From an optimization exercise on the open Yosys and OpenROAD flow, aimed at small area and a short achievable clock period; shortcuts taken in it are not production practice.
RTL that was checked went through simulation tests only; none was proved equivalent to the original.
Only the layout flow was run in run 1; the RTL was not checked for function there.
Power and IR drop assume default switching activity.

==> flow/design.v (outline; a module is shown in full before it is edited, if it fits) <==
// module float_copro_dp: 1529 lines
// module float_copro_enc: 30 lines
// module float_copro_add: 15 lines
// module float_copro: 62 lines
module float_copro
   (
    input  logic        clk,
    input  logic        copro_valid,
    input  logic        copro_accept,
    input  logic [10:0] copro_opcode,
    input  logic [31:0] copro_op0,
    input  logic [31:0] copro_op1,
    output logic        copro_complete,
    output logic [31:0] copro_result
    );
  // ...
==> flow/flow/run.sh <==
#!/bin/bash
# Standard ORFS layout (the standard.sh) with these changes:
#  - after the standard synthesis, flow/fixinv.py removes the inverters that
#    Yosys's full-adder extraction leaves between adder cells (it flips the
#    polarity of adder cells, which are self-dual), and the netlist is loaded
#    from the result;
#  - then flow/ksadd.py replaces the gates that add the upper result bits in
#    stage 2 (from the hs_r/hc_r propagate/generate registers and cy_r) by a
#    Kogge-Stone adder (kept only if Yosys proves the two netlists
#    equivalent);
#  - then flow/faexp.py rebuilds the full adders of the last tree levels
#    (depth 3 and more) from xor2 and maj3 cells, which are faster;
#  - ports are buffered with buf_1 cells (the standard flow picks a larger
#    delay cell); the resizer still sizes them up where timing needs it;
set -euo pipefail
MARGIN=${MARGIN:-9.7}
SPLIT=25      # S of gen/gen.py: result bits below it come from lo_r
R=orfs/results/$FLOW_PLATFORM/float_copro/base
bash standard.sh synth > log_synth.txt 2>&1
cp $R/1_2_yosys.v $R/1_2_yosys_orig.v
python3 flow/fixinv.py $R/1_2_yosys_orig.v $R/1_2_yosys_fixinv.v > log_fixinv.txt 2>&1
python3 flow/xorbal.py $R/1_2_yosys_fixinv.v $R/1_2_yosys_xorbal.v > log_xorbal.txt 2>&1
python3 flow/ksadd.py $R/1_2_yosys_xorbal.v $R/1_2_yosys_ksadd.v $SPLIT > log_ksadd.txt 2>&1
# keep the Kogge-Stone netlist only if Yosys proves it equivalent to the one before
LIB=$FLOW_HOME/platforms/$FLOW_PLATFORM/lib/sky130_fd_sc_hd__tt_025C_1v80.lib
cat > eq_ksadd.ys <<EOT
read_liberty -overwrite -ignore_miss_func $LIB
read_verilog $R/1_2_yosys_xorbal.v
rename float_copro gold
read_verilog $R/1_2_yosys_ksadd.v
rename float_copro gate
flatten gold gate
opt_clean
equiv_make gold gate eq
hierarchy -top eq
equiv_simple -seq 1
equiv_status -assert
EOT
if $FLOW_HOME/../tools/install/yosys/bin/yosys -q -s eq_ksadd.ys > log_eq_ksadd.txt 2>&1; then
  cp $R/1_2_yosys_ksadd.v $R/1_2_yosys_s2.v
else
  echo "ksadd netlist not proved equivalent; using the one before" >> log_eq_ksadd.txt
  cp $R/1_2_yosys_xorbal.v $R/1_2_yosys_s2.v
fi
python3 flow/faexp.py $R/1_2_yosys_s2.v $R/1_2_yosys.v 3 > log_faexp.txt 2>&1
rm -f $R/1_synth.odb $R/1_synth.sdc
bash standard.sh synth > log_synth_odb.txt 2>&1
for step in floorplan place cts route finish; do
  bash standard.sh SETUP_SLACK_MARGIN=$MARGIN \
    "BUFFER_PORTS_ARGS=-buffer_cell sky130_fd_sc_hd__buf_1" $step > log_$step.txt 2>&1
done
==> flow/flow/faexp.py <==
#!/usr/bin/env python3
"""Replace the full-adder cells of the last adder-tree levels by faster gates.

A sky130 full-adder cell is compact but slow from its inputs to SUM.  The
last levels of the product's adder tree lie on the longest paths of the
multiplier stage, so this script rebuilds each full adder whose depth (in
full adders from the registers) is at least MINDEPTH from two xor2 cells for
the sum and a maj3 cell for the carry.
Usage: faexp.py IN.v OUT.v MINDEPTH"""
import re, sys

inp, outp, mind = sys.argv[1], sys.argv[2], int(sys.argv[3])
LIB = "sky130_fd_sc_hd__"
OUTPINS = {"X", "Y", "Q", "Q_N", "COUT", "SUM", "HI", "LO"}
src = open(inp).read()
m = re.search(r"^\s*" + LIB, src, re.M)
head, body = src[:m.start()], src[m.start():]
end = body.rindex("endmodule")
tail, body = body[end:], body[:end]
inst_re = re.compile(r"\s*(" + LIB + r"\w+)\s+(\S+)\s*\((.*?)\);\s*", re.S)
pin_re = re.compile(r"\.(\w+)\(\s*(.*?)\s*\)\s*(?:,|$)", re.S)
cells, order = {}, []
pos = 0
while pos < len(body):
    mm = inst_re.match(body, pos)
    if not mm:
        if body[pos:].strip():
            sys.exit("unparsed netlist text: " + body[pos:pos + 200])
        break
    typ, name, pins = mm.groups()
    cells[name] = [typ, {p: n.strip() for p, n in pin_re.findall(pins.strip())}]
    order.append(name)
    pos = mm.end()
drv = {}
for c, (t, pm) in cells.items():
    for p, n in pm.items():
        if p in OUTPINS:
            drv[n] = c
def base(c):
    return cells[c][0][len(LIB):]
sys.setrecursionlimit(10000)
memo = {}
def depth(n):
    """full adders on the longest path from a register to net n"""
    if n in memo:
        return memo[n]
    memo[n] = 0
    c = drv.get(n)
    if c is None or base(c).startswith("df"):
        return 0
    d = max([depth(x) for p, x in cells[c][1].items() if p not in OUTPINS] + [0])
    if base(c).startswith("fa_"):
        d += 1
    memo[n] = d
    return d
fadepth = {c: depth(cells[c][1]["SUM"]) for c in order if base(c).startswith("fa_")}
nid = [0]
wires = []
count = 0
for c in list(order):
    if c not in cells or not base(c).startswith("fa_"):
        continue
    pm = cells[c][1]
    if fadepth[c] < mind:
        continue
    a, b, ci = pm["A"], pm["B"], pm["CIN"]
    nid[0] += 1
    t = f"_faexp_n{nid[0]}_"
    wires.append(t)
    del cells[c]
    cells[c + "_x1"] = [LIB + "xor2_1", {"A": a, "B": b, "X": t}]
    cells[c + "_x2"] = [LIB + "xor2_1", {"A": t, "B": ci, "X": pm["SUM"]}]
    cells[c + "_mj"] = [LIB + "maj3_1", {"A": a, "B": b, "C": ci, "X": pm["COUT"]}]
    order += [c + "_x1", c + "_x2", c + "_mj"]
    count += 1
def esc(n):
    return n + " " if n.startswith("\\") else n
def cname(n):
    return n if not n.startswith("\\") else n + " "
out = [head]
for w in wires:
    out.append(f"  wire {w};\n")
for c in order:
    if c in cells:
        t, pm = cells[c]
        out.append(f"  {t} {cname(c)} (\n" + ",\n".join(f"    .{p}({esc(n)})" for p, n in pm.items()) + "\n  );\n")
out.append(tail)
open(outp, "w").write("".join(out))
print(f"faexp: {count} full adders of depth >= {mind} rebuilt from gates", file=sys.stderr)
==> flow/flow/fixinv.py <==
#!/usr/bin/env python3
"""Remove inverters around full adders in a Yosys-written gate netlist.

A full adder is self-dual: FA(~a, ~b, ~c) = (~cout, ~sum).  Yosys's extract_fa
leaves many inverters between adder cells.  This script chooses a polarity for
every full-adder cell (all its pins inverted or not) and for every xor2/xnor2
cell (an xor2 is an xnor2 with its output inverted), so that as few signals as
possible are needed in both polarities, and rebuilds the netlist with one
inverter for each signal that is.  Usage: fixinv.py IN.v OUT.v"""
import re, sys, random, math

LIB = "sky130_fd_sc_hd__"
OUTPINS = {"X", "Y", "Q", "Q_N", "COUT", "SUM", "HI", "LO"}

src = open(sys.argv[1]).read()
m = re.search(r"^\s*" + LIB, src, re.M)
head, body = src[:m.start()], src[m.start():]
end = body.rindex("endmodule")
tail, body = body[end:], body[:end]

inst_re = re.compile(r"\s*(" + LIB + r"\w+)\s+(\S+)\s*\((.*?)\);\s*", re.S)
pin_re = re.compile(r"\.(\w+)\(\s*(.*?)\s*\)\s*(?:,|$)", re.S)
cells, order = {}, []
pos = 0
while pos < len(body):
    mm = inst_re.match(body, pos)
    if not mm:
        if body[pos:].strip():
            sys.exit("unparsed netlist text: " + body[pos:pos + 200])
        break
    typ, name, pins = mm.groups()
    cells[name] = [typ, {p: n.strip() for p, n in pin_re.findall(pins.strip())}]
    order.append(name)
    pos = mm.end()

ports = set()
for mo in re.finditer(r"^\s*(?:output|input)\s+(\[\d+:\d+\]\s*)?(\S+)\s*;", head, re.M):
    rng, nm = mo.groups()
    if rng:
        a, b = map(int, re.findall(r"\d+", rng))
        ports.update(f"{nm}[{i}]" for i in range(min(a, b), max(a, b) + 1))
    ports.add(nm)

def kind(c):
    t = cells[c][0][len(LIB):]
    if t.startswith("inv_") or t.startswith("clkinv_"):
        return "inv"
    if t.startswith("fa_"):
        return "fa"
    if t.startswith("xor2_") or t.startswith("xnor2_"):
        return "x2"
    return "other"

drv, lds = {}, {}
for c, (t, pm) in cells.items():
    for p, n in pm.items():
        (drv.__setitem__(n, (c, p)) if p in OUTPINS else lds.setdefault(n, []).append((c, p)))

# root of every net through inverter chains
def root(n):
    par = 0
    seen = 0
    while n in drv and kind(drv[n][0]) == "inv" and seen < 50:
        n = cells[drv[n][0]][1]["A"]
        par ^= 1
        seen += 1
    return n, par

invs = [c for c in cells if kind(c) == "inv"]
roots = {}   # root net -> {"loads": [(cell, pin, par)], "names": {par: name}}
def R(r):
    return roots.setdefault(r, {"loads": [], "names": {0: r}})
for n in set(list(drv) + list(lds)):
    if n in drv and kind(drv[n][0]) == "inv":
        r, par = root(n)
        R(r)["names"].setdefault(par, n)
for c in cells:
    if kind(c) == "inv":
        continue
    for p, n in cells[c][1].items():
        if p in OUTPINS:
            continue
        r, par = root(n)
        R(r)["loads"].append((c, p, par))
for r, d in roots.items():
    for par, name in list(d["names"].items()):
        pass
port_need = {}
for pn in ports:
    if pn in drv or pn in lds:
        r, par = root(pn)
        if r in roots or pn in drv:
            R(r)
            if roots[r]["names"].get(par) not in (None, pn):
                # two names of the same phase, one a port: keep as is by making the
                # port a separate load that needs that phase
                pass
            roots[r]["names"][par] = pn
            port_need.setdefault(r, set()).add(par)

flip = {c: 0 for c in cells if kind(c) in ("fa", "x2")}
def drvflip(r):
    d = drv.get(r)
    if d is None:
        return 0
    c = d[0]
    return flip.get(c, 0)

def loadflip(c):
    return flip.get(c, 0) if kind(c) == "fa" else 0

def cost_root(r):
    d = roots[r]
    s = drvflip(r)
    need = set()
    for c, p, par in d["loads"]:
        need.add(par ^ loadflip(c) ^ s)
    for par in port_need.get(r, ()):
        need.add(par ^ s)
    return 1 if len(need) > 1 or (need == {1}) else 0
# note: need == {1} alone means every load wants the other phase: 1 inverter

cell_roots = {}
for r, d in roots.items():
    if r in drv:
        cell_roots.setdefault(drv[r][0], set()).add(r)
    for c, p, par in d["loads"]:
        cell_roots.setdefault(c, set()).add(r)

def total():
    return sum(cost_root(r) for r in roots)

start_inv = len(invs)
best = total()
cur = best
bestflip = dict(flip)
vars_ = list(flip)
random.seed(1)
T = 1.0
N = 60000
for it in range(N):
    T = 1.0 * (1 - it / N) + 0.02
    c = random.choice(vars_)
    rs = cell_roots.get(c, ())
    before = sum(cost_root(r) for r in rs)
    flip[c] ^= 1
    after = sum(cost_root(r) for r in rs)
    dlt = after - before
    if dlt <= 0 or random.random() < math.exp(-dlt / T):
        cur += dlt
        if cur < best:
            best = cur
            bestflip = dict(flip)
    else:
        flip[c] ^= 1
flip = bestflip

# rebuild
for c in invs:
    del cells[c]
newid = [0]
new_wires = []
def fresh(base):
    newid[0] += 1
    n = f"_fixinv_{newid[0]}_"
    new_wires.append(n)
    return n
ninv = 0
for r, d in roots.items():
    s = drvflip(r)
    names = dict(d["names"])
    if r in drv:
        # driver output now carries phase s
        pass
    need = {}
    for c, p, par in d["loads"]:
        ph = par ^ loadflip(c)
        need.setdefault(ph, []).append((c, p))
    for par in port_need.get(r, ()):
        need.setdefault(par, [])
    if not need:
        continue
    # the driven net: name of phase s
    if s not in names:
        names[s] = fresh(r)
    if r in drv:
        c, p = drv[r]
        cells[c][1][p] = names[s]
    for ph, lst in need.items():
        if ph not in names:
            names[ph] = fresh(r)
        for c, p in lst:
            cells[c][1][p] = names[ph]
        if ph != s:
            newid[0] += 1
            nm = f"_fixinv_i{newid[0]}_"
            cells[nm] = [LIB + "inv_1", {"A": names[s], "Y": names[ph]}]
            order.append(nm)
            ninv += 1
for c in cells:
    if kind(c) == "fa" and flip[c]:
        pass  # pins already rewired by phase; the cell itself is unchanged

for c in list(cells):
    if kind(c) == "x2" and flip[c]:
        t = cells[c][0]
        pm = cells[c][1]
        if "xnor2_" in t:
            cells[c][0] = t.replace("xnor2_", "xor2_")
            pm["X"] = pm.pop("Y")
        else:
            cells[c][0] = t.replace("xor2_", "xnor2_")
            pm["Y"] = pm.pop("X")
out = [head]
for w in new_wires:
    out.append(f"  wire {w};\n")
for c in order:
    if c in cells:
        t, pm = cells[c]
        out.append(f"  {t} {c} (\n" + ",\n".join(f"    .{p}({n}{' ' if n.startswith(chr(92)) else ''})" for p, n in pm.items()) + "\n  );\n")
out.append(tail)
open(sys.argv[2], "w").write("".join(out))
print(f"fixinv: inverters {start_inv} -> {ninv} (model {best}); flipped {sum(flip.values())} cells",
      file=sys.stderr)
==> flow/flow/ksadd.py <==
#!/usr/bin/env python3
"""Rebuild the adder in front of the upper result bits as a Kogge-Stone adder.

In stage 2, copro_result[S+i] = p_i ^ carry_i, where p_i (register hs_r[i])
and g_i (register hc_r[i]) are the propagate/generate pairs of the upper
bits and the carry into them starts with cy_r.  ABC maps this adder as
slack permits in its own view, which ignores the output delay.  This script
removes the gates in the fan-in of those output ports and puts in a
Kogge-Stone prefix tree of alternating a21oi/o21ai and nand2/nor2 cells.
With MODE sc the registers hs_r/hc_r hold the two carry-save rows instead,
and the propagate/generate pairs are formed here first.
Usage: ksadd.py IN.v OUT.v S [pg|sc]"""
import re, sys

inp, outp, S = sys.argv[1], sys.argv[2], int(sys.argv[3])
MODE = sys.argv[4] if len(sys.argv) > 4 else "pg"
LIB = "sky130_fd_sc_hd__"
OUTPINS = {"X", "Y", "Q", "Q_N", "COUT", "SUM", "HI", "LO"}
src = open(inp).read()
m = re.search(r"^\s*" + LIB, src, re.M)
head, body = src[:m.start()], src[m.start():]
end = body.rindex("endmodule")
tail, body = body[end:], body[:end]
inst_re = re.compile(r"\s*(" + LIB + r"\w+)\s+(\S+)\s*\((.*?)\);\s*", re.S)
pin_re = re.compile(r"\.(\w+)\(\s*(.*?)\s*\)\s*(?:,|$)", re.S)
cells, order = {}, []
pos = 0
while pos < len(body):
    mm = inst_re.match(body, pos)
    if not mm:
        if body[pos:].strip():
            sys.exit("unparsed netlist text: " + body[pos:pos + 200])
        break
    typ, name, pins = mm.groups()
    cells[name] = [typ, {p: n.strip() for p, n in pin_re.findall(pins.strip())}]
    order.append(name)
    pos = mm.end()
drv, lds = {}, {}
for c, (t, pm) in cells.items():
    for p, n in pm.items():
        (drv.__setitem__(n, c) if p in OUTPINS else lds.setdefault(n, []).append(c))

def base(c):
    return cells[c][0][len(LIB):]

pq, gq, cy = {}, {}, None
for c, (t, pm) in cells.items():
    if not base(c).startswith("dfxtp"):
        continue
    nm = c.lstrip("\\")
    mo = re.match(r"hs_r\[(\d+)\]", nm)
    if mo:
        pq[int(mo.group(1))] = pm["Q"]
    mo = re.match(r"hc_r\[(\d+)\]", nm)
    if mo:
        gq[int(mo.group(1))] = pm["Q"]
    if nm.startswith("cy_r"):
        cy = pm["Q"]
H = 32 - S
assert cy and all(i in pq for i in range(H)), (cy, sorted(pq))
outs = [f"copro_result[{S + i}]" for i in range(H)]

# gates in the fan-in of the upper outputs, back to registers
cone, stack = set(), list(outs)
while stack:
    n = stack.pop()
    c = drv.get(n)
    if c is None or c in cone or base(c).startswith("df"):
        continue
    cone.add(c)
    stack += [x for p, x in cells[c][1].items() if p not in OUTPINS]
for c in cone:
    for p, n in cells[c][1].items():
        if p in OUTPINS:
            for l in lds.get(n, []):
                assert l in cone, f"{c} also feeds {l}"
for c in cone:
    del cells[c]

nid = [0]
wires = []
def net():
    nid[0] += 1
    w = f"_ksadd_n{nid[0]}_"
    wires.append(w)
    return w
def cell(typ, pins):
    nid[0] += 1
    nm = f"_ksadd_c{nid[0]}_"
    cells[nm] = [LIB + typ, pins]
    order.append(nm)
def inv(s):
    y = net()
    cell("inv_1", {"A": s, "Y": y})
    return y

# propagate/generate of every upper bit, as (net, inverted)
pbit, gbit = {}, {}
for i in range(H):
    if MODE == "pg" or i not in gq:
        pbit[i] = (pq[i], 0)
        gbit[i] = (gq[i], 0) if (MODE == "pg" and i in gq) else (None, 0)
    else:
        y = net()
        cell("xnor2_1", {"A": pq[i], "B": gq[i], "Y": y})
        pbit[i] = (y, 1)
        y = net()
        cell("nand2_1", {"A": pq[i], "B": gq[i], "Y": y})
        gbit[i] = (y, 1)
# node k: position 0 = carry in (g = cy, p = 0), position k = bit k-1
G = [(cy, 0)] + [gbit[k - 1] for k in range(1, H)]
P = [None] + [pbit[k - 1] for k in range(1, H)]
def topol(sig, want):
    s, pol = sig
    return s if pol == want else inv(s)
d = 1
while d < H:
    nG, nP = list(G), list(P)
    for k in range(d, H):
        gk, pk, gj = G[k], P[k], G[k - d]
        if pk is None or gj[0] is None:
            continue       # propagate 0 or nothing to pass on: G unchanged
        if gk[0] is None:  # generate 0: G = P_k & G_j
            pol = pk[1]
            a, b = topol(pk, pol), topol(gj, pol)
            y = net()
            cell("nand2_1" if pol == 0 else "nor2_1", {"A": a, "B": b, "Y": y})
            nG[k] = (y, 1 - pol)
        else:
            pol = gk[1]
            a1, a2, b1 = topol(pk, pol), topol(gj, pol), gk[0]
            y = net()
            cell("a21oi_1" if pol == 0 else "o21ai_1", {"A1": a1, "A2": a2, "B1": b1, "Y": y})
            nG[k] = (y, 1 - pol)
        pj = P[k - d]
        if pj is None:
            nP[k] = None
        else:
            pol = pk[1]
            a, b = topol(pk, pol), topol(pj, pol)
            y = net()
            cell("nand2_1" if pol == 0 else "nor2_1", {"A": a, "B": b, "Y": y})
            nP[k] = (y, 1 - pol)
    G, P = nG, nP
    d *= 2
for i in range(H):
    c, pol = G[i]
    pn, ppol = pbit[i]
    if c is None:
        cell("buf_1" if ppol == 0 else "inv_1", {"A": pn, ("X" if ppol == 0 else "Y"): outs[i]})
    elif pol == ppol:
        cell("xor2_1", {"A": pn, "B": c, "X": outs[i]})
    else:
        cell("xnor2_1", {"A": pn, "B": c, "Y": outs[i]})

ndrv = {}
for c, (t, pm) in cells.items():
    for p, n in pm.items():
        if p in OUTPINS:
            ndrv[n] = ndrv.get(n, 0) + 1
assert all(v == 1 for v in ndrv.values()), "a net with two drivers"
assert all(ndrv.get(o) == 1 for o in outs)

def esc(n):
    return n + " " if n.startswith("\\") else n
out = [head]
for w in wires:
    out.append(f"  wire {w};\n")
for c in order:
    if c in cells:
        t, pm = cells[c]
        out.append(f"  {t} {c} (\n" + ",\n".join(f"    .{p}({esc(n)})" for p, n in pm.items()) + "\n  );\n")
out.append(tail)
open(outp, "w").write("".join(out))
print(f"ksadd: replaced {len(cone)} gates by a {H}-bit Kogge-Stone adder", file=sys.stderr)
==> flow/flow/xorbal.py <==
#!/usr/bin/env python3
"""Rebalance xor trees in a gate netlist by estimated arrival time.

ABC sees the logic between full-adder cells with every input arriving at the
same time, so the parity of the top product column (an xor of many adder
outputs) often has its latest inputs at the bottom of the tree.  This pass
finds every tree of xor2/xnor2/xor3/xnor3 cells (each inner cell feeding only
the next one), estimates when each leaf signal arrives with a coarse delay
model, and rebuilds the tree from xor2 cells, always joining the two earliest
signals (an xnor2 at the root when the parity is inverted).
Usage: xorbal.py IN.v OUT.v"""
import re, sys

LIB = "sky130_fd_sc_hd__"
OUTPINS = {"X", "Y", "Q", "Q_N", "COUT", "SUM", "HI", "LO"}

src = open(sys.argv[1]).read()
m = re.search(r"^\s*" + LIB, src, re.M)
head, body = src[:m.start()], src[m.start():]
end = body.rindex("endmodule")
tail, body = body[end:], body[:end]
inst_re = re.compile(r"\s*(" + LIB + r"\w+)\s+(\S+)\s*\((.*?)\);\s*", re.S)
pin_re = re.compile(r"\.(\w+)\(\s*(.*?)\s*\)\s*(?:,|$)", re.S)
cells, order = {}, []
pos = 0
while pos < len(body):
    mm = inst_re.match(body, pos)
    if not mm:
        if body[pos:].strip():
            sys.exit("unparsed netlist text: " + body[pos:pos + 200])
        break
    typ, name, pins = mm.groups()
    cells[name] = [typ, {p: n.strip() for p, n in pin_re.findall(pins.strip())}]
    order.append(name)
    pos = mm.end()
ports = set()
for mo in re.finditer(r"^\s*(?:output|input)\s+(\[\d+:\d+\]\s*)?(\S+)\s*;", head, re.M):
    rng, nm = mo.groups()
    if rng:
        a, b = map(int, re.findall(r"\d+", rng))
        ports.update(f"{nm}[{i}]" for i in range(min(a, b), max(a, b) + 1))
    ports.add(nm)

def base(c):
    return re.sub(r"_\d+$", "", cells[c][0][len(LIB):])

XOR = {"xor2": (["A", "B"], "X", 0), "xnor2": (["A", "B"], "Y", 1),
       "xor3": (["A", "B", "C"], "X", 0), "xnor3": (["A", "B", "C"], "X", 1)}

def build():
    drv, lds = {}, {}
    for c, (t, pm) in cells.items():
        for p, n in pm.items():
            if p in OUTPINS:
                drv[n] = (c, p)
            else:
                lds.setdefault(n, []).append((c, p))
    return drv, lds
drv, lds = build()

DELAY = {"fa": {"SUM": 0.5, "COUT": 0.42}, "ha": {"SUM": 0.3, "COUT": 0.25},
         "dfxtp": {"Q": 0.4}, "xor2": 0.2, "xnor2": 0.2, "xor3": 0.35, "xnor3": 0.35,
         "inv": 0.07, "buf": 0.15, "clkbuf": 0.15}
memo = {}
def arrival(n, depth=0):
    if n in memo:
        return memo[n]
    d = drv.get(n)
    if d is None or depth > 400:
        return 0.0
    c, p = d
    b = base(c)
    dl = DELAY.get(b, 0.2)
    if isinstance(dl, dict):
        dl = dl.get(p, 0.3)
    dl += 0.02 * len(lds.get(n, []))
    if b.startswith("dfxtp") or b.startswith("dfrtp"):
        t = dl
    else:
        t = dl + max([arrival(x, depth + 1) for q, x in cells[c][1].items()
                      if q not in OUTPINS] + [0.0])
    memo[n] = t
    return t

def is_x(c):
    return c in cells and base(c) in XOR

def inner(c):
    """c is an inner node: its output feeds exactly one load, an xor cell."""
    out = cells[c][1][XOR[base(c)][1]]
    l = lds.get(out, [])
    return out not in ports and len(l) == 1 and is_x(l[0][0])

sys.setrecursionlimit(10000)
for n in list(drv):
    arrival(n)
QUANT = 0.8
roots = [c for c in order if is_x(c) and not inner(c)]
newid = [0]
new_wires = []
changed = 0
for r in roots:
    leaves, parity, members = [], 0, []
    stack = [r]
    while stack:
        c = stack.pop()
        members.append(c)
        ins, out, inv = XOR[base(c)]
        parity ^= inv
        for p in ins:
            n = cells[c][1][p]
            d = drv.get(n)
            if d and is_x(d[0]) and inner(d[0]) and d[0] not in members:
                stack.append(d[0])
            else:
                # an inverter in front of the tree only flips its parity
                while d and d[0] in cells and base(d[0]) in ("inv", "clkinv"):
                    n = cells[d[0]][1]["A"]
                    parity ^= 1
                    d = drv.get(n)
                leaves.append(n)
    if len(leaves) < 3:
        continue
    # equal leaves cancel
    cnt = {}
    for n in leaves:
        cnt[n] = cnt.get(n, 0) + 1
    leaves = [n for n in cnt for _ in range(cnt[n] % 2)]
    if len(leaves) < 2:
        continue
    # arrival estimates are coarse: quantize them so that leaves of about the
    # same arrival are joined in balanced trees rather than chains
    items = sorted((round(arrival(n) / QUANT) * QUANT, n) for n in leaves)
    rout = cells[r][1][XOR[base(r)][1]]
    for c in members:
        del cells[c]
    while len(items) > 1:
        (t0, x), (t1, y) = items[0], items[1]
        items = items[2:]
        last = not items
        newid[0] += 1
        nm = f"_xorbal_{newid[0]}_"
        if last:
            o = rout
            typ = "xnor2_1" if parity else "xor2_1"
        else:
            o = f"_xorbal_n{newid[0]}_"
            new_wires.append(o)
            typ = "xor2_1"
        cells[nm] = [LIB + typ, {"A": x, "B": y, ("Y" if typ.startswith("xnor") else "X"): o}]
        order.append(nm)
        items.append((max(t0, t1) + 0.2, o))
        items.sort()
    changed += 1

# drop inverters left without loads
while True:
    drv, lds = build()
    dead = [c for c in cells if base(c) in ("inv", "clkinv")
            and not lds.get(cells[c][1]["Y"]) and cells[c][1]["Y"] not in ports]
    if not dead:
        break
    for c in dead:
        del cells[c]

out = [head]
for w in new_wires:
    out.append(f"  wire {w};\n")
for c in order:
    if c in cells:
        t, pm = cells[c]
        out.append(f"  {t} {c} (\n" + ",\n".join(
            f"    .{p}({n}{' ' if n.startswith(chr(92)) else ''})" for p, n in pm.items()) + "\n  );\n")
out.append(tail)
open(sys.argv[2], "w").write("".join(out))
print(f"xorbal: rebuilt {changed} xor trees", file=sys.stderr)
==> flow/standard.sh <==
#!/bin/bash
# synth_recipe.tcl (not shown) runs the flow's synth.tcl, then flattens the netlist and writes it again
# the make line also repeats each setting of config.mk as NAME=value (left out here)
make -C /OpenROAD-flow-scripts/flow DESIGN_CONFIG=/design/flow/config.mk WORK_HOME=/design/flow/orfs CLKGATE_MAP_FILE= SYNTH_SCRIPT=/design/flow/synth_recipe.tcl "${@:-finish}"
==> flow/config.mk <==
export PLATFORM = sky130hd
export DESIGN_NAME = float_copro
export DESIGN_NICKNAME = float_copro
export VERILOG_FILES = /design/flow/design.v
export SDC_FILE = /design/flow/constraint.sdc
export NUM_CORES = 4
export LEC_CHECK = 0
export CAP_MARGIN = 20
export CORE_MARGIN = 2
export CORE_UTILIZATION = 65
export SLEW_MARGIN = 20
==> flow/constraint.sdc <==
create_clock -name core_clock -period 14.0 [get_ports {clk}]
set_input_delay 2.8000 -clock core_clock [delete_from_list [all_inputs] [get_ports {clk}]]
set_output_delay 2.8000 -clock core_clock [all_outputs]
set_load 0.01 [all_outputs]
==> key figures, run 1 <==
Synthesis
  • Yosys warns: 1

Critical path
  • Crit. End Element: output port
  • Worst stage delay on the critical path: 360 ps
  • Reg2reg start: ntwo_r[1]
  • Reg2reg path depth: 18
  • CP max FO: 2
  • CP delay by family, top: adder cells

Placement
  • DP Wirelength: 29800 um

Power and ir drop
  • Internal: 2.16 mW
  • Clock share of power: 0.116

Clock tree
  • CTS tree: yes
  • CTS Buf Count: 17
  • Clk buf depth: 2

STA
  • Setup violators final: 0
  • Min Hold Slack: 572 ps
  • Final TNS setup: 0 ps
  • RSZ-0062 raised after global routing: yes
  • Final WS setup: 9460 ps

Layout
  • Multi-In Gates: 1339
  • Layout Cells excl Fill: 2078
  • NumNets Final: ~2000
  • ANT cells: 0
  • Inverters: 52

Routing
  • Wire per inst: 22.4 um

Outcome
  • Run status: no timing/DRC/antenna violations

Worst hold path
  • WHS Path Cells: 1

Global routing
  • Met3 Usage GRT: 0.0703
==> module float_copro, before the edit <==
module float_copro
   (
    input  logic        clk,
    input  logic        copro_valid,
    input  logic        copro_accept,
    input  logic [10:0] copro_opcode,
    input  logic [31:0] copro_op0,
    input  logic [31:0] copro_op1,
    output logic        copro_complete,
    output logic [31:0] copro_result
    );
   wire mul_d    = copro_opcode[1:0] == 2'd2;
   wire addsub_d = !copro_opcode[1];
   wire sub_d    = copro_opcode[1:0] == 2'd1;
   logic        mul_r, as_r;    
   logic [3:0]  cnt;            
   logic [31:0] nb_r, c_r;     
   logic [15:0] one, two, neg;
   logic [15:0] one_d, two_d, neg_d;
   float_copro_enc encoder (
      .a(copro_op0), .mul(mul_d), .addsub(addsub_d), .sub(sub_d),
      .one(one_d), .two(two_d), .neg(neg_d)
   );
   logic [15:0] none_r, ntwo_r, neg_r;    
   assign one = ~none_r;
   assign two = ~ntwo_r;
   assign neg = neg_r;
   logic [24:0] lo_d, lo_r;
   logic        cy_d, cy_r;
   logic [6:0] hs_d, hc_d, hs_r, hc_r;
   float_copro_dp datapath (
      .none(~one), .ntwo(~two), .neg(neg), .nb(nb_r), .c(c_r),
      .lo(lo_d), .lo_cy(cy_d), .hi_s(hs_d), .hi_c(hc_d)
   );
   always_ff @(posedge clk) begin
      nb_r  <= ~copro_op1;
      mul_r <= mul_d;
      as_r  <= addsub_d;
      none_r <= ~one_d;
      ntwo_r <= ~two_d;
      neg_r <= neg_d;
      c_r   <= copro_op0 & {32{addsub_d}};
      lo_r  <= lo_d;
      cy_r  <= cy_d;
      hs_r  <= hs_d;
      hc_r  <= hc_d;
      if (!copro_valid || copro_accept)
         cnt <= 4'd0;
      else if (cnt != 4'd15)
         cnt <= cnt + 4'd1;
   end
   assign copro_complete = mul_r ? cnt >= 4'd2 : as_r ? cnt >= 4'd3 : cnt >= 4'd11;
   wire [7:0] carry;
   assign carry[0] = cy_r;
   genvar i;
   generate
      for (i = 0; i < 7; i = i + 1) begin : hi_carry
         assign carry[i+1] = hc_r[i] | (hs_r[i] & carry[i]);
      end
   endgenerate
   assign copro_result = {hs_r ^ carry[6:0], lo_r};
endmodule
==> run 2, diff against run 1 <==
--- a/flow/design.v
+++ b/flow/design.v
@@ -1,18 +1,19 @@
 module float_copro_dp (
    input  logic [15:0] none,    
    input  logic [15:0] ntwo,
    input  logic [15:0] neg,
    input  logic [31:0] nb,      
    input  logic [31:0] c,
-   output logic [24:0] lo,
+   output logic [20:0] lo,
    output logic        lo_cy,
-   output logic [6:0] hi_s,
-   output logic [6:0] hi_c
+   output logic [10:0] hi_s,
+   output logic [10:0] hi_c,
+   output logic [10:0] hi_p2
    );
    wire pp0_0;
    wire pp0_1;
    wire pp0_2;
    wire pp0_3;
    wire pp0_4;
    wire pp0_5;
    wire pp0_6;
@@ -1518,19 +1519,22 @@
    assign tx24 = tx22 ^ tx23;
    assign tx25 = fc99 ^ fc142;
    assign tx26 = tx24 ^ tx25;
    assign tx27 = tx26 ^ fc143;
    assign tx28 = tx27 ^ fc168;
    assign tx29 = tx28 ^ fc196;
    wire [31:0] rs = {tx29, fc195, fc194, fc193, fc192, fc191, fc190, fc189, fc188, fc187, fc186, fc185, fc184, fc183, fc182, fc181, fc180, fc179, fc178, fc177, fc176, fc175, fc174, fc173, fc172, fc171, fc170, hc29, hs29, hc28, hc27, pp0_0};
    wire [31:0] rc = {1'b0, fs196, fs195, fs194, fs193, fs192, fs191, fs190, fs189, fs188, fs187, fs186, fs185, fs184, fs183, fs182, fs181, fs180, fs179, fs178, fs177, fs176, fs175, fs174, fs173, fs172, fs171, fs170, fc169, fs169, hs28, hs27};
-   float_copro_add #(.N(25), .CI(0)) lo_add (.a(rs[24:0]), .b(rc[24:0]), .ci(1'b0), .y({lo_cy, lo}));
-   assign hi_s = rs[31:25] ^ rc[31:25];
-   assign hi_c = rs[31:25] & rc[31:25];
+   float_copro_add #(.N(21), .CI(0)) lo_add (.a(rs[20:0]), .b(rc[20:0]), .ci(1'b0), .y({lo_cy, lo}));
+   wire [10:0] up = rs[31:21] ^ rc[31:21];
+   wire [10:0] ug = rs[31:21] & rc[31:21];
+   assign hi_s = up;
+   assign hi_c = {ug[10:1] | (up[10:1] & ug[9:0]), ug[0]};
+   assign hi_p2 = {up[10:1] & up[9:0], 1'b0};
 endmodule
 module float_copro_enc (
    input  logic [31:0] a,
    input  logic        mul,
    input  logic        addsub,
    input  logic        sub,
    output logic [15:0] one,
    output logic [15:0] two,
@@ -1581,56 +1585,62 @@
     input  logic [31:0] copro_op0,
     input  logic [31:0] copro_op1,
     output logic        copro_complete,
     output logic [31:0] copro_result
     );
    wire mul_d    = copro_opcode[1:0] == 2'd2;
    wire addsub_d = !copro_opcode[1];
    wire sub_d    = copro_opcode[1:0] == 2'd1;
-   logic        mul_r, as_r;    
+   wire done_d;
+   logic        done_r;         
    logic [3:0]  cnt;            
    logic [31:0] nb_r, c_r;     
    logic [15:0] one, two, neg;
    logic [15:0] one_d, two_d, neg_d;
    float_copro_enc encoder (
       .a(copro_op0), .mul(mul_d), .addsub(addsub_d), .sub(sub_d),
       .one(one_d), .two(two_d), .neg(neg_d)
    );
    logic [15:0] none_r, ntwo_r, neg_r;    
    assign one = ~none_r;
    assign two = ~ntwo_r;
    assign neg = neg_r;
-   logic [24:0] lo_d, lo_r;
+   logic [20:0] lo_d, lo_r;
    logic        cy_d, cy_r;
-   logic [6:0] hs_d, hc_d, hs_r, hc_r;
+   logic [10:0] hs_d, hc_d, hs_r, hc_r;
+   logic [10:0] hp_d, hp_r;
    float_copro_dp datapath (
       .none(~one), .ntwo(~two), .neg(neg), .nb(nb_r), .c(c_r),
-      .lo(lo_d), .lo_cy(cy_d), .hi_s(hs_d), .hi_c(hc_d)
+      .lo(lo_d), .lo_cy(cy_d), .hi_s(hs_d), .hi_c(hc_d), .hi_p2(hp_d)
    );
    always_ff @(posedge clk) begin
       nb_r  <= ~copro_op1;
-      mul_r <= mul_d;
-      as_r  <= addsub_d;
+      done_r <= done_d;
       none_r <= ~one_d;
       ntwo_r <= ~two_d;
       neg_r <= neg_d;
       c_r   <= copro_op0 & {32{addsub_d}};
       lo_r  <= lo_d;
       cy_r  <= cy_d;
       hs_r  <= hs_d;
       hc_r  <= hc_d;
+      hp_r  <= hp_d;
       if (!copro_valid || copro_accept)
          cnt <= 4'd0;
       else if (cnt != 4'd15)
          cnt <= cnt + 4'd1;
    end
-   assign copro_complete = mul_r ? cnt >= 4'd2 : as_r ? cnt >= 4'd3 : cnt >= 4'd11;
-   wire [7:0] carry;
+   wire [3:0] cnt_nx = (cnt == 4'd15) ? cnt : cnt + 4'd1;
+   assign done_d = copro_valid && !copro_accept &&
+                   (mul_d ? cnt_nx >= 4'd2 : addsub_d ? cnt_nx >= 4'd3 : cnt_nx >= 4'd11);
+   assign copro_complete = done_r;
+   wire [10:0] carry;
    assign carry[0] = cy_r;
+   assign carry[1] = hc_r[0] | (hs_r[0] & cy_r);
    genvar i;
    generate
-      for (i = 0; i < 7; i = i + 1) begin : hi_carry
-         assign carry[i+1] = hc_r[i] | (hs_r[i] & carry[i]);
+      for (i = 2; i < 11; i = i + 1) begin : hi_carry
+         assign carry[i] = hc_r[i-1] | (hp_r[i-1] & carry[i-2]);
       end
    endgenerate
-   assign copro_result = {hs_r ^ carry[6:0], lo_r};
+   assign copro_result = {hs_r ^ carry, lo_r};
 endmodule
--- a/flow/flow/run.sh
+++ b/flow/flow/run.sh
@@ -1,31 +1,31 @@
 #!/bin/bash
 # Standard ORFS layout (the standard.sh) with these changes:
 #  - after the standard synthesis, flow/fixinv.py removes the inverters that
 #    Yosys's full-adder extraction leaves between adder cells (it flips the
 #    polarity of adder cells, which are self-dual), and the netlist is loaded
 #    from the result;
 #  - then flow/ksadd.py replaces the gates that add the upper result bits in
-#    stage 2 (from the hs_r/hc_r propagate/generate registers and cy_r) by a
+#    stage 2 (from the hs_r/hc_r/hp_r propagate/generate registers and cy_r) by a
 #    Kogge-Stone adder (kept only if Yosys proves the two netlists
 #    equivalent);
 #  - then flow/faexp.py rebuilds the full adders of the last tree levels
 #    (depth 3 and more) from xor2 and maj3 cells, which are faster;
 #  - ports are buffered with buf_1 cells (the standard flow picks a larger
 #    delay cell); the resizer still sizes them up where timing needs it;
 set -euo pipefail
-MARGIN=${MARGIN:-9.7}
-SPLIT=25      # S of gen/gen.py: result bits below it come from lo_r
+MARGIN=${MARGIN:-9.9}
+SPLIT=21      # S of gen/gen.py: result bits below it come from lo_r
 R=orfs/results/$FLOW_PLATFORM/float_copro/base
 bash standard.sh synth > log_synth.txt 2>&1
 cp $R/1_2_yosys.v $R/1_2_yosys_orig.v
 python3 flow/fixinv.py $R/1_2_yosys_orig.v $R/1_2_yosys_fixinv.v > log_fixinv.txt 2>&1
 python3 flow/xorbal.py $R/1_2_yosys_fixinv.v $R/1_2_yosys_xorbal.v > log_xorbal.txt 2>&1
-python3 flow/ksadd.py $R/1_2_yosys_xorbal.v $R/1_2_yosys_ksadd.v $SPLIT > log_ksadd.txt 2>&1
+python3 flow/ksadd.py $R/1_2_yosys_xorbal.v $R/1_2_yosys_ksadd.v $SPLIT pg2 > log_ksadd.txt 2>&1
 # keep the Kogge-Stone netlist only if Yosys proves it equivalent to the one before
 LIB=$FLOW_HOME/platforms/$FLOW_PLATFORM/lib/sky130_fd_sc_hd__tt_025C_1v80.lib
 cat > eq_ksadd.ys <<EOT
 read_liberty -overwrite -ignore_miss_func $LIB
 read_verilog $R/1_2_yosys_xorbal.v
 rename float_copro gold
 read_verilog $R/1_2_yosys_ksadd.v
 rename float_copro gate
==> flow/flow/ksadd.py (replaced) <==
#!/usr/bin/env python3
"""Rebuild the adder in front of the upper result bits as a Kogge-Stone adder.

In stage 2, copro_result[S+i] = p_i ^ carry_i, where p_i (register hs_r[i])
and g_i (register hc_r[i]) are the propagate/generate pairs of the upper
bits and the carry into them starts with cy_r.  ABC maps this adder as
slack permits in its own view, which ignores the output delay.  This script
removes the gates in the fan-in of those output ports and puts in a
Kogge-Stone prefix tree of alternating a21oi/o21ai and nand2/nor2 cells.
With MODE sc the registers hs_r/hc_r hold the two carry-save rows instead,
and the propagate/generate pairs are formed here first.
With MODE pg2, hc_r[0] is the generate of bit 0 and hc_r[i], hp_r[i] (i > 0)
are the generate and propagate of bits i and i-1 together, formed in stage 1.
Usage: ksadd.py IN.v OUT.v S [pg|sc|pg2]"""
import re, sys

inp, outp, S = sys.argv[1], sys.argv[2], int(sys.argv[3])
MODE = sys.argv[4] if len(sys.argv) > 4 else "pg"
LIB = "sky130_fd_sc_hd__"
OUTPINS = {"X", "Y", "Q", "Q_N", "COUT", "SUM", "HI", "LO"}
src = open(inp).read()
m = re.search(r"^\s*" + LIB, src, re.M)
head, body = src[:m.start()], src[m.start():]
end = body.rindex("endmodule")
tail, body = body[end:], body[:end]
inst_re = re.compile(r"\s*(" + LIB + r"\w+)\s+(\S+)\s*\((.*?)\);\s*", re.S)
pin_re = re.compile(r"\.(\w+)\(\s*(.*?)\s*\)\s*(?:,|$)", re.S)
cells, order = {}, []
pos = 0
while pos < len(body):
    mm = inst_re.match(body, pos)
    if not mm:
        if body[pos:].strip():
            sys.exit("unparsed netlist text: " + body[pos:pos + 200])
        break
    typ, name, pins = mm.groups()
    cells[name] = [typ, {p: n.strip() for p, n in pin_re.findall(pins.strip())}]
    order.append(name)
    pos = mm.end()
drv, lds = {}, {}
for c, (t, pm) in cells.items():
    for p, n in pm.items():
        (drv.__setitem__(n, c) if p in OUTPINS else lds.setdefault(n, []).append(c))

def base(c):
    return cells[c][0][len(LIB):]

pq, gq, p2q, cy = {}, {}, {}, None
for c, (t, pm) in cells.items():
    if not base(c).startswith("dfxtp"):
        continue
    nm = c.lstrip("\\")
    mo = re.match(r"hs_r\[(\d+)\]", nm)
    if mo:
        pq[int(mo.group(1))] = pm["Q"]
    mo = re.match(r"hc_r\[(\d+)\]", nm)
    if mo:
        gq[int(mo.group(1))] = pm["Q"]
    mo = re.match(r"hp_r\[(\d+)\]", nm)
    if mo:
        p2q[int(mo.group(1))] = pm["Q"]
    if nm.startswith("cy_r"):
        cy = pm["Q"]
H = 32 - S
assert cy and all(i in pq for i in range(H)), (cy, sorted(pq))
outs = [f"copro_result[{S + i}]" for i in range(H)]

# gates in the fan-in of the upper outputs, back to registers
cone, stack = set(), list(outs)
while stack:
    n = stack.pop()
    c = drv.get(n)
    if c is None or c in cone or base(c).startswith("df"):
        continue
    cone.add(c)
    stack += [x for p, x in cells[c][1].items() if p not in OUTPINS]
for c in cone:
    for p, n in cells[c][1].items():
        if p in OUTPINS:
            for l in lds.get(n, []):
                assert l in cone, f"{c} also feeds {l}"
for c in cone:
    del cells[c]

nid = [0]
wires = []
def net():
    nid[0] += 1
    w = f"_ksadd_n{nid[0]}_"
    wires.append(w)
    return w
def cell(typ, pins):
    nid[0] += 1
    nm = f"_ksadd_c{nid[0]}_"
    cells[nm] = [LIB + typ, pins]
    order.append(nm)
def inv(s):
    y = net()
    cell("inv_1", {"A": s, "Y": y})
    return y

def topol(sig, want):
    s, pol = sig
    return s if pol == want else inv(s)

def prefix(G, P):
    """Kogge-Stone prefix over nodes (G[k], P[k]); P[0] is None (position 0
    is the carry in).  Returns the group generate of each position."""
    G, P = list(G), list(P)
    n = len(G)
    d = 1
    while d < n:
        nG, nP = list(G), list(P)
        for k in range(d, n):
            gk, pk, gj = G[k], P[k], G[k - d]
            if pk is None or gj[0] is None:
                continue
            if gk[0] is None:
                pol = pk[1]
                a, b = topol(pk, pol), topol(gj, pol)
                y = net()
                cell("nand2_1" if pol == 0 else "nor2_1", {"A": a, "B": b, "Y": y})
                nG[k] = (y, 1 - pol)
            else:
                pol = gk[1]
                a1, a2, b1 = topol(pk, pol), topol(gj, pol), gk[0]
                y = net()
                cell("a21oi_1" if pol == 0 else "o21ai_1", {"A1": a1, "A2": a2, "B1": b1, "Y": y})
                nG[k] = (y, 1 - pol)
            pj = P[k - d]
            if pj is None:
                nP[k] = None
            else:
                pol = pk[1]
                a, b = topol(pk, pol), topol(pj, pol)
                y = net()
                cell("nand2_1" if pol == 0 else "nor2_1", {"A": a, "B": b, "Y": y})
                nP[k] = (y, 1 - pol)
        G, P = nG, nP
        d *= 2
    return G

carry = {}
pbit = {i: (pq[i], 0) for i in range(H)}
if MODE == "pg2":
    # hc_r[0] = g0, hc_r[i] / hp_r[i] = generate / propagate of bits i..i-1;
    # carry[1] = g0 | p0 & cy, carry[i] = G2[i-1] | P2[i-1] & carry[i-2]
    ev = prefix([(cy, 0)] + [(gq[k], 0) for k in range(1, H - 1, 2)],
                [None] + [(p2q[k], 0) for k in range(1, H - 1, 2)])
    od = prefix([(cy, 0), (gq[0], 0)] + [(gq[k], 0) for k in range(2, H - 1, 2)],
                [None, (pq[0], 0)] + [(p2q[k], 0) for k in range(2, H - 1, 2)])
    for j, g in enumerate(ev):
        carry[2 * j] = g
    for j, g in enumerate(od[1:]):
        carry[2 * j + 1] = g
else:
    gbit = {}
    for i in range(H):
        if MODE == "pg" or i not in gq:
            gbit[i] = (gq[i], 0) if (MODE == "pg" and i in gq) else (None, 0)
        else:
            y = net()
            cell("xnor2_1", {"A": pq[i], "B": gq[i], "Y": y})
            pbit[i] = (y, 1)
            y = net()
            cell("nand2_1", {"A": pq[i], "B": gq[i], "Y": y})
            gbit[i] = (y, 1)
    G = prefix([(cy, 0)] + [gbit[k - 1] for k in range(1, H)],
               [None] + [pbit[k - 1] for k in range(1, H)])
    for i in range(H):
        carry[i] = G[i]
for i in range(H):
    c, pol = carry[i]
    pn, ppol = pbit[i]
    if c is None:
        cell("buf_1" if ppol == 0 else "inv_1", {"A": pn, ("X" if ppol == 0 else "Y"): outs[i]})
    elif pol == ppol:
        cell("xor2_1", {"A": pn, "B": c, "X": outs[i]})
    else:
        cell("xnor2_1", {"A": pn, "B": c, "Y": outs[i]})

ndrv = {}
for c, (t, pm) in cells.items():
    for p, n in pm.items():
        if p in OUTPINS:
            ndrv[n] = ndrv.get(n, 0) + 1
assert all(v == 1 for v in ndrv.values()), "a net with two drivers"
assert all(ndrv.get(o) == 1 for o in outs)

def esc(n):
    return n + " " if n.startswith("\\") else n
out = [head]
for w in wires:
    out.append(f"  wire {w};\n")
for c in order:
    if c in cells:
        t, pm = cells[c]
        out.append(f"  {t} {c} (\n" + ",\n".join(f"    .{p}({esc(n)})" for p, n in pm.items()) + "\n  );\n")
out.append(tail)
open(outp, "w").write("".join(out))
print(f"ksadd: replaced {len(cone)} gates by a {H}-bit Kogge-Stone adder", file=sys.stderr)
==> run 2 against run 1 <==
  * Final cell count is 0.91% higher
  * Critical endpoint is now copro_result[30]
  * Fmax increased by 6.1%
  * Combinational power fell by about 10%
  * Sequential share of layout area is 1.1 points higher
  * Largest power group unchanged
  * Hold slack got worse by 33 ps
==> key figures, run 2 <==
Power and ir drop
  • Comb power frac: 0.691 (was 0.731)
  • Internal: 2.12 mW (was 2.16 mW)
  • Clock share of power: 0.127 (was 0.116)
  • Register share of total power: 0.182 (was 0.153)
  • Switching share of power: 0.448 (was 0.465)
  • Lkg Pwr: 8.74 nW (was 8.58 nW)
  • Maximum VDD drop: 237 uV (was 384 uV)
  • Power per cell area: 211 nW/um2 (was 225 nW/um2)
  • P_sw: 1.72 mW (was 1.88 mW)

STA
  • Final WS setup: 9720 ps (was 9460 ps)
  • Clk_skew: 14.9 ps (was 17.7 ps)
  • Max_slew headroom: 0.548 (was 0.469)
  • Final TNS setup: 0 ps (unchanged)
  • Setup violators final: 0 (unchanged)
  • Fmax: 234 MHz (was 220 MHz)
  • Worst Tran Pin Value: 676 ps (was 788 ps)
  • Final Hold Fails: 0 (unchanged)
  • Tmin final: 4280 ps (was 4540 ps)
  • RSZ-0062 raised after global routing: yes (unchanged)
  • Fin crit share: 0.305 (was 0.324)
  • Final Max Tran Viols: 0 (unchanged)

Clock tree
  • H-Tree Level Count: 4 (unchanged)
  • Later-pin clock latency in the skew report: 450 ps (about the same)
  • Clock Pin Slew Worst Setup and Hold Paths: 80 ps (about the same)
  • Cts hold-fix bufs: 0 (unchanged)
  • Clk buf depth: 2 (unchanged)
  • CTS Buf Count: 17 (unchanged)
  • CTS sink cnt: 169 (was 157)
  • CTS tree: yes (unchanged)
  • CTS Root Cell: clkbuf_16 (unchanged)

Routing
  • Met2 WL: 20600 um (was 20800 um)
  • Post-Route WL: 46100 um (was 46600 um)
  • Wire per inst: 22.0 um (was 22.4 um)
  • DRC: 0 (unchanged)
  • DR top layer: met4 (unchanged)
  • Routed Antenna Nets: 0 (unchanged)
  • Total number of vias: 13300 (about the same)
  • Met1 Wirelength: 18900 um (was 19100 um)
  • Vias per cell: 6.33 (was 6.42)
  • First-pass detailed-route iteration total: 6 (unchanged)
  • Initial DRC Count: 1436 (was 1514)
  • Met3 routed WL: 4950 um (was 5000 um)

Layout
  • Layout fillers: 1769 (was 1754)
  • ANT cells: 0 (unchanged)
  • Synth-to-Final Area Change: 14.0% (was 14.9%)
  • Most frequent cells in the layout: xor2_1 (392), o22ai_1 (247), dfxtp_1 (123) (was xor2_1 (388), o22ai_1 (251), fa_1 (121))
  • FF+latch area: 3510 um2 (was 3240 um2)
  • Regs by FF count: c_r: 32 flops, nb_r: 32 flops, lo_r: 21 flops (was c_r: 32 flops, nb_r: 32 flops, lo_r: 25 flops)
  • Post-layout util: 0.751 (was 0.761)
  • NumNets Final: 2047 (was 2033)
  • Multi-input gate area: 12300 um2 (was 12200 um2)
  • Share of cells above drive strength 1: 0.147 (was 0.143)
  • Commonest non-fill, non-tap cell in the layout: xor2_1 (unchanged)

Floorplan
  • Die Wd: 161 um (was 159 um)
  • Die area: 25900 um2 (was 25200 um2)
  • Initial Utilization: 0.659 (was 0.662)
  • I/O Pins: 111 (unchanged)
  • Site Rows: 57 (was 56)
  • Core area: 24200 um2 (was 23500 um2)
  • Chip height: 161 um (was 159 um)

Critical path
  • Worst stage delay on the critical path: 390 ps (was 360 ps)
  • CP max FO: 7 (was 2)
  • WP buf/inv: 2 (was 1)
  • CP delay by family, top: flip-flops (was adder cells)
  • Reg2reg start: ntwo_r[0] (was ntwo_r[1])
  • Reg-to-reg endpoint: lo_r[19] (was lo_r[24])
  • Startpoint Class: flip-flop (unchanged)
  • CP arrival: 1480 ps (was 1740 ps)
  • Reg2reg path depth: 15 (was 18)
  • Critical-path cell list: a21oi_4 -> inv_2 -> a21oi_4 -> xnor2_1 -> buf_2 (was ha_4 -> or2_4 -> maj3_2 -> nor2_1 -> a21oi_1 -> buf_2)
  • Worst path required time: 11200 ps (about the same)
  • Slowest-stage cell, CP: dfxtp_4 (unchanged)
  • WS Path Type: reg2out (unchanged)
  • Most frequent CP cell: a21oi_4
  • Reg2Reg Setup Slack: 9810 ps (was 9610 ps)
  • Crit. End Element: output port (unchanged)

Worst hold path
  • Hold EP: cnt[1] (was cnt[3])
  • Hold_sp: cnt[1] (was cnt[3])
  • WHS Path Cells: 2 (was 1)
  • Hold Path Class: reg2reg (unchanged)

Placement
  • Post-place setup slack: 9180 ps (was 8810 ps)
  • Placer congestion estimate: 0.891 (was 0.940)
  • Port buffer count: 101 (unchanged)
  • DP Wirelength: 29900 um (was 29800 um)

Synthesis
  • Post-Syn Nets: 1999 (was 1977)
  • Yosys warns: 1 (unchanged)
  • Synthesized area per cell: 9.33 um2 (was 9.23 um2)
  • Syn Std Cell Area: 16000 um2 (was 15600 um2)
  • Post-Syn Instances: 1712 (was 1690)

Global routing
  • GRT overflow: 0 (unchanged)
  • Largest net degree at the start of global routing: 39 (was 36)
  • Initial antenna violation count: 0 (unchanged)
  • First-pass GRT wire length: 69100 um (was 71900 um)
  • Tot GR Track Use: 0.341 (was 0.360)
  • Number of global-route vias before repair: 12600 (was 13100)

Flow run
  • MaxCap Viol Count: 0 (unchanged)

Outcome
  • Run status: no timing/DRC/antenna violations (unchanged)
## run 2: worst register-to-register path: cells and delay by family, from the launching register on
family / cells / cell delay (ps)
fa+ha+maj: 5 / 1840
compound gates: 5 / 900
simple gates: 3 / 660
flops: 1 / 370
xor+xnor: 1 / 200
buf+inv: 1 / 160
## run 2: power groups by stage
| stage | combinational (mW) | clock [mW] | sequential (mW) |
|---|---|---|---|
| final | 2.65 | 0.486 | 0.698 |
| after global routing | 2.94 | 0.510 | 0.706 |
| after CTS | 2.44 | 0.488 | 0.692 |
| after detailed placement | 2.36 | 0 | 0.695 |
| after global placement | 2.30 | 0 | 0.694 |
| after floorplan | 1.88 | 0 | 0.678 |
## run 2: cell type report
| type | instances | area share |
|---|---|---|
| clock buffer | 18 | 0.0241 |
| inverter | 49 | 0.0103 |
| multi-input combinational | 1350 | 0.674 |
| tap | 324 | 0.0223 |
| sequential | 169 | 0.193 |
| timing repair buffer | 173 | 0.0680 |
| clock inverter | 14 | 0.00845 |
## run 2: through the flow
step                area (um2)  hold slack (ps)  cells  power (mW)
CTS                      17400              544   2063        3.62
detailed placement       16400              533   2022        3.06
global route             18200              576   2097        4.16
floorplan                16000              507   1712        2.56
global placement         16400              530   2022        2.99
finish                   18200              540   2097        3.84
## run 2: worst max path at each step
stage	startpoint	end	slack, ps	depth (start not counted)
floorplan	neg_r[1]	lo_r[19]	9900	15
detailed placement	nb_r[9]	lo_r[19]	9180	16
CTS	cy_r	copro_result[31]	9730	5
global placement	nb_r[9]	lo_r[19]	9240	16
global route	ntwo_r[0]	lo_r[19]	9640	15
finish	cy_r	copro_result[30]	9720	5
## run 2: timing repair
action | CTS | global route
gates resized for setup | 105 | 125
pin swaps | 18 | 62
buffers inserted | 8 | 30
setup endpoints to repair | 50 | 39
gates cloned | 1 | 4
## run 2: routing by layer
layer	GRT usage	vias up
li1	-	5954
met1	0.468	6395
met2	0.520	803
met3	0.0837	123
met4	0.135	0
met5	0	-
==> run 3, diff against run 2 <==
--- a/flow/flow/run.sh
+++ b/flow/flow/run.sh
@@ -14,5 +14,5 @@
 #    delay cell); the resizer still sizes them up where timing needs it;
 set -euo pipefail
-MARGIN=${MARGIN:-9.9}
+MARGIN=${MARGIN:-9.5}
 SPLIT=21      # S of gen/gen.py: result bits below it come from lo_r
 R=orfs/results/$FLOW_PLATFORM/float_copro/base
==> run 3 against run 2 <==
  * Sequential power down 2%
  * Register-to-register slack worse by 230 ps
  * Routed wire length down 5.1%
  * Sequential share of layout area up 0.63 points
  * Highest routed layer unchanged
  * Non-clock buffer count down 36
==> key figures, run 3 <==
STA
  • Final WS setup: 9580 ps (was 9720 ps)
  • Max_slew headroom: 0.210 (was 0.548)
  • Final Hold Fails: 0 (unchanged)
  • Fin crit share: 0.316 (was 0.305)
  • Worst Tran Pin Value: 1180 ps (was 676 ps)
  • Tmin final: 4420 ps (was 4280 ps)
  • Final Max Tran Viols: 0 (unchanged)
  • Fmax: 226 MHz (was 234 MHz)
  • Final TNS setup: 0 ps (unchanged)
  • Min Hold Slack: 549 ps (was 540 ps)
  • RSZ-0062 raised after global routing: yes (unchanged)
  • Setup violators final: 0 (unchanged)
  • Clk_skew: 23.8 ps (was 14.9 ps)

Clock tree
  • Cts hold-fix bufs: 0 (unchanged)
  • Clk buf depth: 2 (unchanged)
  • H-Tree Level Count: 4 (unchanged)
  • CTS Root Cell: clkbuf_16 (unchanged)
  • CTS sink cnt: 169 (unchanged)
  • Later-pin clock latency in the skew report: 450 ps (about the same)
  • CTS tree: yes (unchanged)
  • Clock Pin Slew Worst Setup and Hold Paths: 80 ps (about the same)
  • CTS Buf Count: 17 (unchanged)

Power and ir drop
  • Internal: 1.96 mW (was 2.12 mW)
  • Comb power frac: 0.668 (was 0.691)
  • P_sw: 1.62 mW (was 1.72 mW)
  • Maximum VDD drop: 254 uV (was 237 uV)
  • Register share of total power: 0.192 (was 0.182)
  • Power per cell area: 208 nW/um2 (was 211 nW/um2)
  • Lkg Pwr: 8.34 nW (was 8.74 nW)
  • Switching share of power: 0.454 (was 0.448)
  • Clock share of power: 0.141 (was 0.127)
  • Total power: 3.58 mW (was 3.84 mW)

Routing
  • Vias per cell: 6.31 (was 6.33)
  • Total number of vias: 13000 (was 13300)
  • Post-Route WL: 43700 um (was 46100 um)
  • Wire per inst: 21.2 um (was 22.0 um)
  • Routed Antenna Nets: 0 (unchanged)
  • DRC: 0 (unchanged)
  • First-pass detailed-route iteration total: 6 (unchanged)
  • Initial DRC Count: 1486 (was 1436)

Floorplan
  • Initial Utilization: 0.659 (unchanged)
  • Core area: 24200 um2 (unchanged)
  • Chip height: 161 um (unchanged)
  • Die area: 25900 um2 (unchanged)
  • Die Wd: 161 um (unchanged)
  • I/O Pins: 111 (unchanged)
  • Site Rows: 57 (unchanged)

Layout
  • FF+latch area: 3420 um2 (was 3510 um2)
  • Regs by FF count: c_r: 32 flops, nb_r: 32 flops, lo_r: 21 flops (unchanged)
  • Most frequent cells in the layout: xor2_1 (396), o22ai_1 (256), dfxtp_1 (152) (was xor2_1 (392), o22ai_1 (247), dfxtp_1 (123))
  • ANT cells: 0 (unchanged)
  • NumNets Final: 2011 (was 2047)
  • Layout fillers: 1941 (was 1769)
  • Design Area, Final: 17200 um2 (was 18200 um2)
  • Multi-input gate area: 11900 um2 (was 12300 um2)
  • Share of cells above drive strength 1: 0.0599 (was 0.147)
  • Synth-to-Final Area Change: 7.68% (was 14.0%)
  • Commonest non-fill, non-tap cell in the layout: xor2_1 (unchanged)

Critical path
  • WP buf/inv: 1 (was 2)
  • WS Path Type: reg2reg (was reg2out)
  • CP max FO: 30 (was 7)
  • CP delay by family, top: adder cells (was flip-flops)
  • Startpoint Class: flip-flop (unchanged)
  • Critical path depth: 17 (was 5)
  • CP arrival: 4810 ps (was 1480 ps)
  • Reg2reg path depth: 17 (was 15)
  • Worst stage delay on the critical path: 490 ps (was 390 ps)
  • Critical-path cell list: buf_8 -> o22ai_1 -> nor2_1 -> xnor2_1 -> fa_1 -> fa_1 -> maj3_1 -> xor2_1 -> xor2_1 -> ha_1 -> a211oi_2 -> nand2_1 -> o21a_2 -> a41oi_2 -> a21oi_2 -> or4_1 -> nand3_1 (was a21oi_4 -> inv_2 -> a21oi_4 -> xnor2_1 -> buf_2)
  • Crit. End Element: flip-flop (was output port)
  • Worst path required time: 14390 ps (was 11200 ps)
  • Slowest-stage cell, CP: fa_1 (was dfxtp_4)

Worst hold path
  • WHS Path Cells: 2 (unchanged)
  • Hold Path Class: reg2reg (unchanged)

Synthesis
  • Post-Syn Nets: 1999 (unchanged)
  • Yosys warns: 1 (unchanged)
  • Post-Syn Instances: 1712 (unchanged)
  • Syn Std Cell Area: 16000 um2 (unchanged)
  • Synthesized area per cell: 9.33 um2 (unchanged)

Placement
  • Placer congestion estimate: 0.899 (was 0.891)
  • Post-place setup slack: 9100 ps (was 9180 ps)
  • Port buffer count: 101 (unchanged)
  • Area after DPL: 16400 um2 (about the same)
  • DP Wirelength: 30100 um (was 29900 um)

Global routing
  • Largest net degree at the start of global routing: 39 (unchanged)
  • First-pass GRT wire length: 69200 um (was 69100 um)
  • Number of global-route vias before repair: 12700 (was 12600)
  • Tot GR Track Use: 0.341 (about the same)
  • Initial antenna violation count: 0 (unchanged)
  • GRT overflow: 0 (unchanged)

Outcome
  • Run status: no timing/DRC/antenna violations (unchanged)

Flow run
  • MaxCap Viol Count: 0 (unchanged)
## run 3: worst min-delay path, delay by kind of cell, from the launching register on
family	cells	cell delay, ps
AOI/OAI and AO/OA	1	50
DFF	1	350
and+or+nand+nor	1	110
## run 3: cell type report
| class | count | share of cell area |
|---|---|---|
| Clock inverter | 14 | 0.0104 |
| Inverter | 49 | 0.0109 |
| Timing Repair Buffer | 137 | 0.0414 |
| Multi-Input combinational cell | 1350 | 0.689 |
| Sequential cell | 169 | 0.199 |
| Clock buffer | 18 | 0.0255 |
| Tap cell | 324 | 0.0236 |
## run 3: per-stage QoR
step / instances / util
2_1_floorplan: 1712 / -
3_3_place_gp: 2024 / 0.677
3_5_place_dp: 2024 / 0.677
4_1_cts: 2059 / 0.705
5_1_grt: 2061 / 0.709
6_report: 2061 / 0.709
## run 3: repair_timing
item | CTS | global route
hold endpoints to repair | 0 | 0
endpoints found under the setup margin | 14 | 19
buffers inserted | 3 | 2
pin swaps | 0 | 2
resized for setup | 9 | 30
## run 3: path summary, 6_finish.rpt
kind,slack [ps],start,to
worst max-delay path,9580,none_r[1],lo_r[19]
worst min-delay path,550,cnt[1],cnt[1]
worst max register to register,9580,none_r[1],lo_r[19]
worst min register to register,550,cnt[1],cnt[1]
## run 3: routing by layer
| metal | routed length [um] | global-route usage |
|---|---|---|
| met5 | 0 | 0 |
| met4 | 1440 | 0.129 |
| met3 | 4300 | 0.0715 |
| met2 | 19500 | 0.527 |
| met1 | 18500 | 0.474 |
## run 3: power groups by stage
stage	Combinational [mW]	Clock, mW	Sequential [mW]
final	2.39	0.504	0.686
after global routing	2.66	0.529	0.694
after CTS	2.38	0.509	0.683
after detailed placement	2.37	0	0.694
after global placement	2.31	0	0.692
after floorplan	1.88	0	0.678
==> run 4, diff against run 3 <==
--- a/flow/flow/run.sh
+++ b/flow/flow/run.sh
@@ -14,5 +14,5 @@
 #    delay cell); the resizer still sizes them up where timing needs it;
 set -euo pipefail
-MARGIN=${MARGIN:-9.5}
+MARGIN=${MARGIN:-9.7}
 SPLIT=21      # S of gen/gen.py: result bits below it come from lo_r
 R=orfs/results/$FLOW_PLATFORM/float_copro/base
==> run 4 against run 3 <==
  * Flip-flop and latch count unchanged
  * Power increased by 3.3%
  * Via count grew 0.34%
  * Sequential share of layout area fell by 0.18 points
  * Fmax increased by 3.3%
  * Highest routed layer unchanged
  * Cell area is 1.8% higher
  * Clock-buffer cell count unchanged
  * Critical endpoint is now copro_result[30]
  * Clock power shrank 4.0%
  * Critical path type is now reg2out
  * Critical path depth shrank 12
==> key figures, run 4 <==
Outcome
  • Run status: no timing/DRC/antenna violations (unchanged)

Synthesis
  • Yosys warns: 1 (unchanged)
  • Syn Std Cell Area: 16000 um2 (unchanged)
  • Synthesized area per cell: 9.33 um2 (unchanged)
  • Post-Syn Instances: 1712 (unchanged)

STA
  • Setup violators final: 0 (unchanged)
  • Final Hold Fails: 0 (unchanged)
  • Fmax: 234 MHz (was 226 MHz)
  • Tmin final: 4280 ps (was 4420 ps)
  • Worst Tran Pin Value: 847 ps (was 1180 ps)
  • Max_slew headroom: 0.435 (was 0.210)
  • Final TNS setup: 0 ps (unchanged)
  • Final Max Tran Viols: 0 (unchanged)
  • Final WS setup: 9720 ps (was 9580 ps)
  • Fin crit share: 0.306 (was 0.316)
  • RSZ-0062 raised after global routing: yes (unchanged)
  • Min Hold Slack: 548 ps (was 549 ps)
  • Clk_skew: 18.2 ps (was 23.8 ps)

Clock tree
  • Cts hold-fix bufs: 0 (unchanged)
  • Clock Pin Slew Worst Setup and Hold Paths: 70 ps (was 80 ps)
  • CTS Root Cell: clkbuf_16 (unchanged)
  • Clk buf depth: 2 (unchanged)
  • CTS Buf Count: 17 (unchanged)

Floorplan
  • Die Wd: 161 um (unchanged)
  • Chip height: 161 um (unchanged)

Power and ir drop
  • Lkg Pwr: 8.46 nW (was 8.34 nW)
  • Power per cell area: 211 nW/um2 (was 208 nW/um2)

Routing
  • First-pass detailed-route iteration total: 5 (was 6)
  • Routed Antenna Nets: 0 (unchanged)
  • DRC: 0 (unchanged)
  • Total number of vias: 13000 (about the same)
  • Vias per cell: 6.29 (was 6.31)
  • Wire per inst: 21.5 um (was 21.2 um)
  • Initial DRC Count: 1280 (was 1486)

Layout
  • Most frequent cells in the layout: xor2_1 (395), o22ai_1 (255), dfxtp_1 (142) (was xor2_1 (396), o22ai_1 (256), dfxtp_1 (152))

Placement
  • Port buffer count: 101 (unchanged)
  • Number of instances in the placed design: 2024 (unchanged)
  • Placer congestion estimate: 0.901 (was 0.899)

Critical path
  • Critical-path cell list: a21oi_4 -> inv_1 -> a21oi_2 -> xnor2_1 -> buf_2 (was buf_8 -> o22ai_1 -> nor2_1 -> xnor2_1 -> fa_1 -> fa_1 -> maj3_1 -> xor2_1 -> xor2_1 -> ha_1 -> a211oi_2 -> nand2_1 -> o21a_2 -> a41oi_2 -> a21oi_2 -> or4_1 -> nand3_1)
  • CP delay by family, top: flip-flops (was adder cells)
  • Worst stage delay on the critical path: 390 ps (was 490 ps)
  • Startpoint Class: flip-flop (unchanged)
  • WP buf/inv: 2 (was 1)
  • Worst path required time: 11200 ps (was 14390 ps)
  • CP max FO: 7 (was 30)

Global routing
  • Number of global-route vias before repair: 12900 (was 12700)
  • GRT overflow: 0 (unchanged)

Flow run
  • MaxCap Viol Count: 0 (unchanged)

Worst hold path
  • Hold Path Class: reg2reg (unchanged)
==> run 4: layout make-up <==
class	instances	area, um2
Clock buffer	18	429
Clock inverter	14	153
Fill cell	1874	6740
Inverter	49	188
Multi-Input combinational cell	1350	12000
Sequential cell	169	3450
Tap cell	324	405
Timing Repair Buffer	148	905
==> run 4: path summary, 6_finish.rpt <==
| kind | startpoint | end | slack (ps) | cells past startpoint |
|---|---|---|---|---|
| worst max register to register | nb_r[17] | lo_r[20] | 9810 | 12 |
| worst min-delay path | cnt[1] | cnt[1] | 550 | 2 |
| worst max-delay path | cy_r | copro_result[30] | 9720 | 5 |
| worst min register to register | cnt[1] | cnt[1] | 550 | 2 |
==> run 4: layer usage <==
layer  GRT usage  share of wire  vias to the layer above
met3      0.0674           0.10                      124
met1       0.467           0.41                     6295
met2       0.541           0.45                      732
met4       0.129          0.033                        0
li1            -              -                     5892
met5           0              0                        -
==> run 4: through the flow <==
| step | total power [mW] | instance area (um2) | util |
|---|---|---|---|
| after floorplan | 2.56 | 16000 | - |
| after global placement | 3.00 | 16400 | 0.677 |
| after detailed placement | 3.08 | 16400 | 0.677 |
| after CTS | 3.58 | 17200 | 0.709 |
| after global routing | 4.00 | 17500 | 0.722 |
| final | 3.70 | 17500 | 0.722 |
==> run 4: timing repair <==
item | 4_1_cts | 5_1_grt
resized for setup | 45 | 68
pin swaps | 2 | 20
buffers inserted | 6 | 8
cloned | 1 | 1
endpoints found under the setup margin | 30 | 18
==> run 4: where the power goes <==
group | internal [mW] | total [mW] | switching [mW]
Clock | 0.254 | 0.484 | 0.230
Sequential | 0.621 | 0.691 | 0.0695
Combinational | 1.16 | 2.52 | 1.37
Total | 2.03 | 3.70 | 1.67
==> run 4: tightest hold or removal path, delay by kind of cell (launching register included) <==
family / cells / cell delay (ps)
DFF: 1 / 340
AOI/OAI and AO/OA: 1 / 50
and+or+nand+nor: 1 / 110

separate check: timing with driven ports:
Ports are ideal in the flow. The routed layouts listed here were re-timed in OpenROAD. Step 1, drivers: a clkbuf_16 drives clk and a buf_2 each remaining input, both assumed. Step 2 also shifts input and output timing later by t, the mid clock arrival at the registers, as if the neighbouring blocks saw the same clock. a / b / c = ideal / step 1 / step 2; a / b = the first two.
run	shift t [ns]	setup slack, ns
run 1	0.491	9.462 / 9.412 / 9.428
run 2	0.489	9.723 / 9.672 / 9.714
run 3	0.486	9.579 / 9.572 / 9.579
run 4	0.482	9.720 / 9.668 / 9.664
After both steps setup and hold are still met in every run listed.
